Source: an optimization exercise on an open RTL-to-GDS flow (aim: small area and a short achievable clock period). Production flows keep margins and buffers that such runs may drop.
The RTL was checked by simulation tests, not by an equivalence proof against the original design.
Power is estimated from default activity; no workload was simulated.

===== config.mk =====
export PLATFORM = sky130hd
export DESIGN_NAME = Base_Router
export DESIGN_NICKNAME = Base_Router
export VERILOG_FILES = /design/flow/design.v
export SDC_FILE = /design/flow/constraint.sdc
export NUM_CORES = 8
export LEC_CHECK = 0
export CAP_MARGIN = 20
export CORE_MARGIN = 2
export CORE_UTILIZATION = 40
export SLEW_MARGIN = 20

===== constraint.sdc =====
create_clock -name core_clock -period 5.0 [get_ports {clk}]
set_input_delay 1.0000 -clock core_clock [delete_from_list [all_inputs] [get_ports {clk}]]
set_output_delay 1.0000 -clock core_clock [all_outputs]
set_load 0.01 [all_outputs]

===== design.v =====
module ram (clk,reset, writeEn,readEn,writeAddr,readAddr,dataIn,dataOut);
parameter packetwidth = 55;
parameter addressWidth = 4;
input clk;
input reset;
input writeEn;
input readEn;
input [addressWidth-1:0] writeAddr;
input [addressWidth-1:0] readAddr;
input [packetwidth-1:0] dataIn;
output [packetwidth-1:0] dataOut;
reg [packetwidth-1:0] ram[(1<<addressWidth)-1:0];
reg [packetwidth-1:0] dataOut;
wire [packetwidth-1:0] dataIn;
always @(posedge clk or negedge reset)
  begin
    if( !reset)
		begin
      dataOut 		<= 0;
		end
    else
      begin 
        if (writeEn)
            ram[writeAddr] <= dataIn;
        if (readEn)
            dataOut <= ram[readAddr];
      end
       end
endmodule
`timescale 1ns / 1ps
module FIFO ( clk, reset, reqUpStr , gntUpStr , full, PacketIn,
                         reqInCtr , gntInCtr , empty, PacketOut );
parameter packetwidth = 55;  
parameter addressWidth = 4; 
parameter fifoDepth =  ( ( 1 << addressWidth ) - 1 );  
input clk;
input reset;
input reqUpStr; 
input reqInCtr; 
input [packetwidth-1:0] PacketIn; 
output gntUpStr; 
output gntInCtr; 
output full; 
output empty; 
output [packetwidth-1:0] PacketOut; 
wire clk;
wire reset;
wire reqUpStr; 
reg  gntUpStr; 
wire reqInCtr; 
wire [packetwidth-1:0] PacketIn; 
wire [packetwidth-1:0] PacketOut; 
wire full; 
wire empty; 
reg writeEnable; 
reg readEnable; 
reg gntInCtr; 
reg [addressWidth-1:0] writeAddr; 
reg [addressWidth-1:0] readAddr; 
reg EnableGnt;
ram # (.packetwidth(packetwidth),.addressWidth(addressWidth)) fifoBuffer
(
.clk(clk),
.reset(reset),
.writeEn(writeEnable),
.readEn(readEnable),
.writeAddr(writeAddr),
.readAddr(readAddr),
.dataIn(PacketIn),
.dataOut(PacketOut)
);
always @(posedge clk or negedge reset)
  begin
    if( !reset) 
      begin 
        gntInCtr 	<= 0;
		gntUpStr	<= 0;
		readEnable	<= 0;
		writeEnable <= 0;
        writeAddr 	<= 0;
        readAddr 	<= 0;
		EnableGnt   <= 1;
      end
    else
      begin
			if ( !reqUpStr)
				EnableGnt <= 1;			
			if ( reqUpStr && ! full  && EnableGnt)
				begin
					gntUpStr 	<= 1;
					EnableGnt 	<= 0;
					writeEnable <= 1;
					writeAddr	<= writeAddr + 1'b1;
				end
			else
				begin
					gntUpStr 	<= 0;
					writeEnable <= 0;
				end
			if ( reqInCtr && ! empty )
				begin						
					gntInCtr		<= 1; 
					readEnable  <= 1;
					readAddr 	<= readAddr +1'b1;						
				end
			else 
				begin
					readEnable  <= 0;
					gntInCtr	<= 0;
				end
      end  
  end  
assign full = ( writeAddr == readAddr-1 ); 
assign empty = ( writeAddr == readAddr );
endmodule
`timescale 1ns / 1ps
module InputPortController ( clk, reset, req , gnt , empty , PacketIn,
                           PacketOut );
parameter routerNo  = 8;  
parameter packetwidth = 55; 
parameter Idle = 2'b00,
          Read = 2'b01,
          Route = 2'b10,
          Grant = 2'b11; 		 
input clk;
input reset;
input gnt; 
input empty; 
input [packetwidth-1:0] PacketIn; 
output req; 
output [packetwidth-1:0] PacketOut; 
wire clk;
wire reset;  
wire gnt; 
wire [packetwidth-1:0] PacketIn; 
wire [packetwidth-1:0] PacketOut; 
wire empty; 
reg req, EnableRoute; 
reg [packetwidth-1:0] dataBuf,Temp; 
reg [1:0] State;
always @(posedge clk or negedge reset)
  begin
    if( !reset)
      begin 
		  req 			<= 0;
        dataBuf 		<= 0;
		  Temp 			<= 0;
        State 			<= Idle;
      end
    else
      begin
        case (State) 
          Idle :
			 begin
				 if ( !empty )
					begin
					  State 	<= Read;
					  req 	<= 1;
					end
				else
					begin
						req 	<= 0;
						State <= Idle;
					end
			 end 
          Read : 
			 begin     
				if ( gnt )
					begin
						req <= 0;
						State <= Route;
					end 
				else
					begin
						req <= 0;
						State <= Read;
					end
			 end 
          Route : 
		   begin
            State <= Idle;
				dataBuf <= PacketIn;
           end
       endcase
      end  
  end  
assign PacketOut = dataBuf;
endmodule
`timescale 1ns / 1ps
module InputPort ( clk, reset, reqUpStr , gntUpStr , full, PacketIn, PacketOut );
parameter routerNo 		= 24;  
parameter packetwidth = 55;  
parameter datawidth=25;
parameter addressWidth = 4; 
parameter fifoDepth =  ( ( 1 << addressWidth ) - 1 );  
input clk;
input reset; 
input reqUpStr; 
input [packetwidth-1:0] PacketIn; 
output full;
output gntUpStr; 
output [packetwidth-1:0] PacketOut; 
wire clk;
wire reset;
wire reqUpStr , gntUpStr; 
wire full; 
wire [packetwidth-1:0] PacketIn; 
wire [packetwidth-1:0] PacketOut; 
wire emptyFifoInCntr, reqFifoInCntr, gntFifoInCntr;
wire [packetwidth-1:0] PacketFifoInCntr;
FIFO # (.packetwidth(packetwidth),.addressWidth(addressWidth),
        .fifoDepth(fifoDepth)) fifo
(
.clk(clk),
.reset(reset),
.reqUpStr(reqUpStr),
.gntUpStr(gntUpStr),
.full(full), 
.PacketIn(PacketIn),
.reqInCtr(reqFifoInCntr),
.gntInCtr(gntFifoInCntr),
.empty(emptyFifoInCntr),
.PacketOut(PacketFifoInCntr)
);
InputPortController # (.packetwidth(packetwidth)) InputPortController
(
.clk(clk),
.reset(reset),
.req(reqFifoInCntr),
.gnt(gntFifoInCntr),
.empty(emptyFifoInCntr),
.PacketIn(PacketFifoInCntr),
.PacketOut(PacketOut)
);
endmodule
`timescale 1ns / 1ps
module OutputController( clk, reset, reqDnStr, gntDnStr, full, 
PacketInPort_0, PacketInPort_1, PacketInPort_2 , PacketInPort_3,PacketInPort_4,PacketOut);
parameter routerNo  = 8;  
parameter packetwidth = 55; 
parameter datawidth=25;
parameter direction =3'b000;
parameter SEND_REQ=1'b0, 
				    WAIT_GRANT=1'b1;
input clk;
input reset;
input gntDnStr; 
input full; 
input [packetwidth-1:0] PacketInPort_0, PacketInPort_1, PacketInPort_2, PacketInPort_3,PacketInPort_4;
output reqDnStr; 
output [packetwidth-1:0] PacketOut; 
wire clk;
wire reset;
wire gntDnStr; 
wire full; 
wire [packetwidth-1:0] PacketInPort,PacketInPort_0, PacketInPort_1, PacketInPort_2, PacketInPort_3,PacketInPort_4;
reg  [packetwidth-1:0] PacketOut; 
reg reqDnStr; 
wire [packetwidth-1:0] DataBuff;
reg [1:0] STATE;
assign PacketInPort=PacketInPort_0|PacketInPort_1 | PacketInPort_2 | PacketInPort_3 | PacketInPort_4;
always @(posedge clk or negedge reset)
  begin
    if( !reset) 
      begin 
        reqDnStr  <= 0;
		  PacketOut  <= 0;
		  STATE		<= SEND_REQ;
      end
    else
	 begin
      case(STATE)
			SEND_REQ:
				begin
					if ( (! full) &(PacketInPort[datawidth+2:datawidth]==direction))
						begin
						STATE 		 <= WAIT_GRANT;
						reqDnStr  <= 1;
						PacketOut<= {3'b000,(PacketInPort[packetwidth-1:datawidth+3]),PacketInPort[datawidth-1:0]};
						end
					else if(full)
						begin
						STATE 		<= SEND_REQ;
						end 
				end
		    WAIT_GRANT:
				begin
				if ( gntDnStr )
					begin
					STATE 		<= SEND_REQ;
					reqDnStr 	<= 0;
					end
				else
					begin
					STATE 		<= WAIT_GRANT;
					end
				end
			endcase
		end 
  end  
endmodule
`timescale 1ns / 1ps
module Base_Router(  clk, reset,
							eastReqUpStr,  eastGntUpStr,  eastUpStrFull,  eastPacketIn,
							eastReqDnStr,  eastGntDnStr,  eastDnStrFull,  eastPacketOut,
							northReqUpStr, northGntUpStr, northUpStrFull, northPacketIn,
							northReqDnStr, northGntDnStr, northDnStrFull, northPacketOut,
							westReqUpStr,  westGntUpStr , westUpStrFull,  westPacketIn,
							westReqDnStr,  westGntDnStr,  westDnStrFull,  westPacketOut,
							southReqUpStr, southGntUpStr, southUpStrFull, southPacketIn,
							southReqDnStr, southGntDnStr, southDnStrFull, southPacketOut,
							localReqUpStr, localGntUpStr, localUpStrFull, localPacketIn,
							localReqDnStr, localGntDnStr, localDnStrFull, localPacketOut);
parameter routerID     	= 6'b000_000; 
parameter routerNo 		= 5'b00001;
parameter packetwidth = 55;
parameter datawidth=25;
parameter addressWidth 	= 4;
parameter fifoDepth 	= ((1 << addressWidth) - 1); 
input clk;
input reset;
input eastReqUpStr, northReqUpStr, westReqUpStr, southReqUpStr, localReqUpStr;
input eastDnStrFull,  northDnStrFull, westDnStrFull, southDnStrFull, localDnStrFull ;
input eastGntDnStr, northGntDnStr, westGntDnStr, southGntDnStr, localGntDnStr;
input [packetwidth-1:0] eastPacketIn, northPacketIn, westPacketIn, southPacketIn, localPacketIn;
output eastReqDnStr, northReqDnStr, westReqDnStr, southReqDnStr, localReqDnStr;  
output eastUpStrFull, northUpStrFull, westUpStrFull, southUpStrFull, localUpStrFull;
output eastGntUpStr, northGntUpStr, westGntUpStr, southGntUpStr, localGntUpStr;
output [packetwidth-1:0] eastPacketOut, northPacketOut, westPacketOut, southPacketOut, localPacketOut ;
wire clk;
wire reset;
wire eastReqUpStr, northReqUpStr, westReqUpStr, southReqUpStr, localReqUpStr;
wire eastDnStrFull,  northDnStrFull, westDnStrFull, southDnStrFull, localDnStrFull ;
wire eastGntDnStr, northGntDnStr, westGntDnStr, southGntDnStr, localGntDnStr; 
wire [packetwidth-1:0] eastPacketOut, northPacketOut, westPacketOut, southPacketOut, localPacketOut ;
wire eastReqDnStr, northReqDnStr, westReqDnStr, southReqDnStr, localReqDnStr; 
wire eastUpStrFull, northUpStrFull, westUpStrFull, southUpStrFull, localUpStrFull;
wire  eastGntUpStr,  northGntUpStr, westGntUpStr, southGntUpStr, localGntUpStr;
wire [packetwidth-1:0] eastPacketIn, northPacketIn, westPacketIn, southPacketIn, localPacketIn;
wire [packetwidth-1:0] eastPacket, northPacket, westPacket, southPacket, localPacket ;
InputPort  # (.routerNo(routerNo),.packetwidth(packetwidth),.datawidth(datawidth),.addressWidth(addressWidth) ,
                    .fifoDepth(fifoDepth)) eastInputController
(
.clk(clk),
.reset(reset),
.reqUpStr(eastReqUpStr),  
.gntUpStr(eastGntUpStr), 
.full(eastUpStrFull),  
.PacketIn(eastPacketIn),
.PacketOut(eastPacket)
);
OutputController # (.direction(3'b100),.routerNo(routerNo),.datawidth(datawidth),.packetwidth(packetwidth)) eastOutputController
( 
.clk(clk), 
.reset(reset), 
.reqDnStr(eastReqDnStr),
.gntDnStr(eastGntDnStr),   
.full(eastDnStrFull), 
.PacketInPort_4(localPacket), 
.PacketInPort_3(southPacket), 
.PacketInPort_2(westPacket), 
.PacketInPort_1(northPacket),
.PacketInPort_0(eastPacket), 
.PacketOut(eastPacketOut)
);     	
InputPort  # (.routerNo(routerNo),.packetwidth(packetwidth),.datawidth(datawidth),.addressWidth(addressWidth) ,
                    .fifoDepth(fifoDepth)) northInputController
(
.clk(clk),
.reset(reset),
.reqUpStr(northReqUpStr), 
.gntUpStr(northGntUpStr),
.full(northUpStrFull),  
.PacketIn(northPacketIn), 
.PacketOut(northPacket)
);
OutputController # (.direction(3'b111),.routerNo(routerNo),.datawidth(datawidth),.packetwidth(packetwidth)) northOutputController
( 
.clk(clk), 
.reset(reset), 
.reqDnStr(northReqDnStr), 
.gntDnStr(northGntDnStr), 
.full(northDnStrFull), 
.PacketInPort_4(localPacket), 
.PacketInPort_3(southPacket), 
.PacketInPort_2(westPacket), 
.PacketInPort_1(northPacket),
.PacketInPort_0(eastPacket), 
.PacketOut(northPacketOut)
);
InputPort  # (.routerNo(routerNo),.packetwidth(packetwidth),.datawidth(datawidth),.addressWidth(addressWidth) ,
                    .fifoDepth(fifoDepth)) westInputController
(
.clk(clk),
.reset(reset),
.reqUpStr(westReqUpStr), 
.gntUpStr(westGntUpStr),
.full(westUpStrFull), 
.PacketIn(westPacketIn), 
.PacketOut(westPacket)
);
OutputController # (.direction(3'b110),.routerNo(routerNo),.datawidth(datawidth),.packetwidth(packetwidth)) westOutputController
( 
.clk(clk), 
.reset(reset), 
.reqDnStr(westReqDnStr), 
.gntDnStr(westGntDnStr), 
.full(westDnStrFull), 
.PacketInPort_4(localPacket), 
.PacketInPort_3(southPacket), 
.PacketInPort_2(westPacket), 
.PacketInPort_1(northPacket),
.PacketInPort_0(eastPacket), 
.PacketOut(westPacketOut)
);
InputPort  # (.routerNo(routerNo),.packetwidth(packetwidth),.datawidth(datawidth),.addressWidth(addressWidth) ,
                    .fifoDepth(fifoDepth)) southInputController
(
.clk(clk),
.reset(reset),
.reqUpStr(southReqUpStr),
.gntUpStr(southGntUpStr), 
.full(southUpStrFull), 
.PacketIn(southPacketIn),
.PacketOut(southPacket)
);
OutputController # (.direction(3'b101),.routerNo(routerNo),.datawidth(datawidth),.packetwidth(packetwidth)) southOutputController
( 
.clk(clk), 
.reset(reset), 
.reqDnStr(southReqDnStr),  
.gntDnStr(southGntDnStr), 
.full(southDnStrFull), 
.PacketInPort_4(localPacket), 
.PacketInPort_3(southPacket), 
.PacketInPort_2(westPacket), 
.PacketInPort_1(northPacket),
.PacketInPort_0(eastPacket), 
.PacketOut(southPacketOut)
);
InputPort  # (.routerNo(routerNo),.packetwidth(packetwidth),.datawidth(datawidth),.addressWidth(addressWidth) ,
                    .fifoDepth(fifoDepth)) localInputController
(
.clk(clk),
.reset(reset),
.reqUpStr(localReqUpStr), 
.gntUpStr(localGntUpStr),
.full(localUpStrFull), 
.PacketIn(localPacketIn),
.PacketOut(localPacket) 
);
OutputController # (.direction(3'b000),.routerNo(routerNo),.datawidth(datawidth),.packetwidth(packetwidth)) localOutputController
( 
.clk(clk), 
.reset(reset), 
.reqDnStr(localReqDnStr),
.gntDnStr(localGntDnStr),  
.full(localDnStrFull), 
.PacketInPort_4(localPacket), 
.PacketInPort_3(southPacket), 
.PacketInPort_2(westPacket), 
.PacketInPort_1(northPacket),
.PacketInPort_0(eastPacket), 
.PacketOut(localPacketOut));
endmodule

===== run.sh =====
#!/bin/bash
# synth_recipe.tcl (not shown) runs the flow's synth.tcl, then flattens the netlist and writes it again
# the make line also repeats each setting of config.mk as NAME=value (left out here)
make -C /OpenROAD-flow-scripts/flow DESIGN_CONFIG=/design/flow/config.mk WORK_HOME=/design/flow/orfs CLKGATE_MAP_FILE= SYNTH_SCRIPT=/design/flow/synth_recipe.tcl finish

==> out/metrics.cfg <==
[setup_path]
r2r-end=northInputController.fifo.fifoBuffer.dataOut[43]$_DFFE_PN0P_
cp-start-kind=flop
critPathRequiredTime_ns=4.00
r2r_start=northInputController.fifo.readAddr[1]$_DFFE_PN0P_
rrSetupSlack_ns=1.55
arrival_ns=3.40
worstPathMaxFanout=6
cp_num_buf_inv=2
cp_top_family=buffers and inverters
slowest_stage=clkdlybuf4s50_1
reg2reg_depth=8
crit_path_end_kind=primary output
max_stage_delay_ns=0.64
path_cells=inv_1 > ha_1 > xnor2_1 > a22oi_1 > and3_1 > clkdlybuf4s50_1
crit_type=flop to primary output

[power_and_ir_drop]
power_switching_mw=48.9
power_mw=138
sw_frac_of_total_pct=35.4
power.leakage_nw=75.7
p_int_mw=89.0
power_density_mw_per_mm2=592
share_comb_of_total_power_pct=27.6
seqPwrFrac_pct=42.8
irDropWorstVdd_mv=0.458
clock_power_share_pct=29.6

[synthesis]
synth-seq-area-share_pct=77.3
ys.warnings.count=9
postSynthCellCount=12200
syn_area_per_cell_um2=16.4
syn_area_mm2=0.200
synth_ff_type=edfxtp_1
synth_edf_count=4400
post-synth-top-count-cell=edfxtp_1
synth_cell_types=93
synth_top_area_cell=edfxtp_1
synth_top_area_share_pct=66.2
synth_commonest_cells=4400 x edfxtp_1, 885 x dfrtp_1, 711 x nand2_1
async_flop_share_pct=16.8
synth_seq_cells=5290
synth_area_leaders=edfxtp_1 66%, dfrtp_1 11%, mux2_2 2.7%

[finish]
syn2layout_area_growth_pct=16.7
final_area_mm2=0.233
drive_above_1_share_pct=14.2
nFillCells=42200
layout.nets=13200

[place]
gp_congestion=0.821
dpl-instance-area_mm2=0.215
dp_hpwl_mm=408
numPortBuffers=566

[floorplanning]
die_h_um=710
initial_core_util_pct=40.1
core_area_mm2=0.497
dieArea_mm2=0.505
ios=582
die_w_um=710
rows=259

[detailed_routing]
via_per_inst=6.08
drc=0
wl_per_cell_um=33.6
num_vias=122000
wl_mm=672
detail_route.iter0.violations=17300
final_antenna_net_count=0
dr.pass1.iters=10

[grt]
grt-ovfl-total=0
antenna_found_initial=176
grt_pass1_vias=116000
grt_max_degree=140
grt_pass1_wl_mm=930
track_usage_pct=25.9

[timing]
timing.slew.headroom_pct=17.9
tightest_slew_ns=1.23
report.final.slew_viol_count=0
min_period_ns=4.40
clock.fmax_ghz=0.227
finalHoldViolCount=0
setup_violations=0
rsz0062_at_grt=false
finalClockSkew_ns=0.0477
layout_worst_path_cycle_share_pct=88.0

[worst_hold_path]
min_to=localInputController.fifo.EnableGnt$_DFFE_PN1P_
holdPathStages=2
hp-class=input port to flop
hp-start=localReqUpStr

[run]
maxCapViolCount=0

[clock_tree]
cts_tree=yes
clockRootBuffer=clkbuf_16
cts_resized=0
cts_setup_buffers=0
clk_pin_slew_worst_paths_ns=0.06
numCtsBuffers=554
clock_latency_ns=1.09
cts_max_path_buffers=4
htree_levels=6
cts_num_sinks=5290

[status]
outcome=complete, no violations

## timing repair
action                                  in CTS  in global routing
hold buffers                                 1                  0
endpoints found under the setup margin       0                  0
hold endpoints to repair                    11                  0
## worst max-delay path by stage
| stage | start | endpoint | slack [ns] | depth (start not counted) |
|---|---|---|---|---|
| finish | localInputController.fifo.readAddr[0]$_DFFE_PN0P_ | localUpStrFull | 0.60 | 6 |
| global route | localInputController.fifo.readAddr[0]$_DFFE_PN0P_ | localUpStrFull | 0.45 | 6 |
| CTS | localInputController.fifo.readAddr[0]$_DFFE_PN0P_ | localUpStrFull | 0.54 | 6 |
| detailed placement | reset | westInputController.fifo.fifoBuffer.ram[0][37]$_DFFE_PP_ | 1.34 | 4 |
| global placement | reset | westInputController.fifo.fifoBuffer.ram[0][37]$_DFFE_PP_ | 1.38 | 4 |
| floorplan | reset | eastInputController.fifo.fifoBuffer.ram[11][0]$_DFFE_PP_ | -0.87 | 3 |
## layout by cell type, fill, tap and decap left out, types with 31 or more instances in the layout
master / Yosys / final
and3_1: 41 / 35
o21ai_0: 518 / 518
buf_4: 42 / 288
a221oi_1: 333 / 333
nand2_1: 711 / 708
inv_1: 60 / 57
a22o_1: 159 / 159
buf_12: 0 / 88
and2_1: 103 / 83
mux2i_1: 253 / 253
nor2_4: 1 / 39
a21oi_1: 575 / 575
clkbuf_8: 0 / 67
clkinv_2: 0 / 70
a222oi_1: 180 / 180
a2111oi_0: 44 / 44
edfxtp_1: 4400 / 4400
a311oi_1: 31 / 31
a211oi_1: 105 / 105
nor2_1: 313 / 271
nor3_1: 137 / 112
xnor2_1: 59 / 59
clkdlybuf4s50_1: 0 / 565
o22ai_1: 332 / 332
nand3_1: 233 / 233
clkinv_1: 2 / 61
clkbuf_16: 0 / 568
diode_2: 0 / 81
a221o_1: 46 / 46
a22oi_1: 570 / 570
a32o_1: 38 / 38
a31oi_1: 144 / 143
nand2b_1: 42 / 39
o211ai_1: 55 / 55
dfrtp_1: 885 / 870
a32oi_1: 79 / 79
clkbuf_1: 403 / 172
mux2_2: 482 / 482
ha_1: 65 / 40
## sequential cells by signal, summed over array words and instances, names as in the netlist, 55 cells and up
| signal | flops |
|---|---|
| northInputController.fifo.fifoBuffer.dataOut | 55 |
| southInputController.fifo.fifoBuffer.ram | 880 |
| eastInputController.fifo.fifoBuffer.ram | 880 |
| westInputController.fifo.fifoBuffer.dataOut | 55 |
| northInputController.fifo.fifoBuffer.ram | 880 |
| westInputController.fifo.fifoBuffer.ram | 880 |
| localInputController.fifo.fifoBuffer.ram | 880 |
| eastInputController.InputPortController.dataBuf | 55 |
| localInputController.fifo.fifoBuffer.dataOut | 55 |
| eastInputController.fifo.fifoBuffer.dataOut | 55 |
| southInputController.InputPortController.dataBuf | 55 |
| southInputController.fifo.fifoBuffer.dataOut | 55 |
| localInputController.InputPortController.dataBuf | 55 |
| westInputController.InputPortController.dataBuf | 55 |
| northInputController.InputPortController.dataBuf | 55 |
## per-layer routing
metal	wire length, µm	track usage, %	vias up
li1	-	-	50200
met1	264000	35.4	63200
met2	301000	39.0	7065
met3	78200	7.56	1134
met4	28200	10.2	86
met5	565	0	-
## power groups by stage
stage	Combinational [mW]	Sequential, mW	Clock (mW)
6_report	38.0	59.0	40.9
5_1_grt	40.3	59.2	42.9
4_1_cts	37.7	58.9	41.2
3_5_place_dp	37.5	59.7	0
3_3_place_gp	37.2	59.7	0
2_1_floorplan	22.3	55.3	0
## per-stage QoR
| step | utilization (%) | instances | setup TNS, ns | setup slack, ns | hold WS, ns |
|---|---|---|---|---|---|
| after floorplan | - | 12200 | -125.44 | -0.873 | 0.439 |
| after global placement | 43.2 | 18900 | 0 | 1.38 | 0.446 |
| after detailed placement | 43.2 | 18900 | 0 | 1.34 | 0.449 |
| after CTS | 46.8 | 19900 | 0 | 0.543 | 0.373 |
| after global routing | 46.8 | 20000 | 0 | 0.449 | 0.430 |
| final | 46.8 | 20000 | 0 | 0.598 | 0.452 |
## area by class of cell
cell class,count,area (µm²),share of cell area (%)
Inverter,64,240,0.103
Antenna cell,81,203,0.0870
Multi-Input combinational cell,5952,42100,18.1
Tap cell,6655,8330,3.58
Clock buffer,807,15800,6.78
Sequential cell,5290,154000,66.3
Clock inverter,214,2130,0.915
Timing Repair Buffer,945,9630,4.13
## logic make-up after synthesis
| logic type | count (synthesis) | share of synthesized area (%) |
|---|---|---|
| xor+xnor | 64 | 0.281 |
| flops | 5290 | 77.3 |
| mux | 761 | 4.28 |
| buf+inv | 944 | 2.08 |
| fa+ha+maj | 65 | 0.407 |
| simple gates | 1701 | 3.87 |
| other cells | 1 | 0.00188 |
| compound gates | 3346 | 11.7 |

-- static timing again, ports no longer ideal --
In the flow no input, the clock included, has a driving cell. The finished layout below was timed again as built, in two steps.
Step 1 sets driving cells, clkbuf_16 on the clock port and buf_2 on the other inputs (assumed; they add their load-dependent delay and slew).
Step 2, shift: input delay + t, output delay - t, t = (earliest + latest rising clock arrival at the registers) / 2. This alone moves slack from input paths to output paths.
Slacks: ideal / step 1 / step 2; pairs: ideal / step 1.
t, ns: 1.195
setup slack, ns: 0.598 / 0.471 / 0.662
hold slack, ns: 0.452 / 0.359 / 0.458
worst setup path at the end: input to register
worst register clock-pin slew, ns: 0.07 / 0.07
After both steps this run still meets setup and hold. The setup slack of this run moves by -0.127 ns with the drivers and by +0.064 ns with both steps.
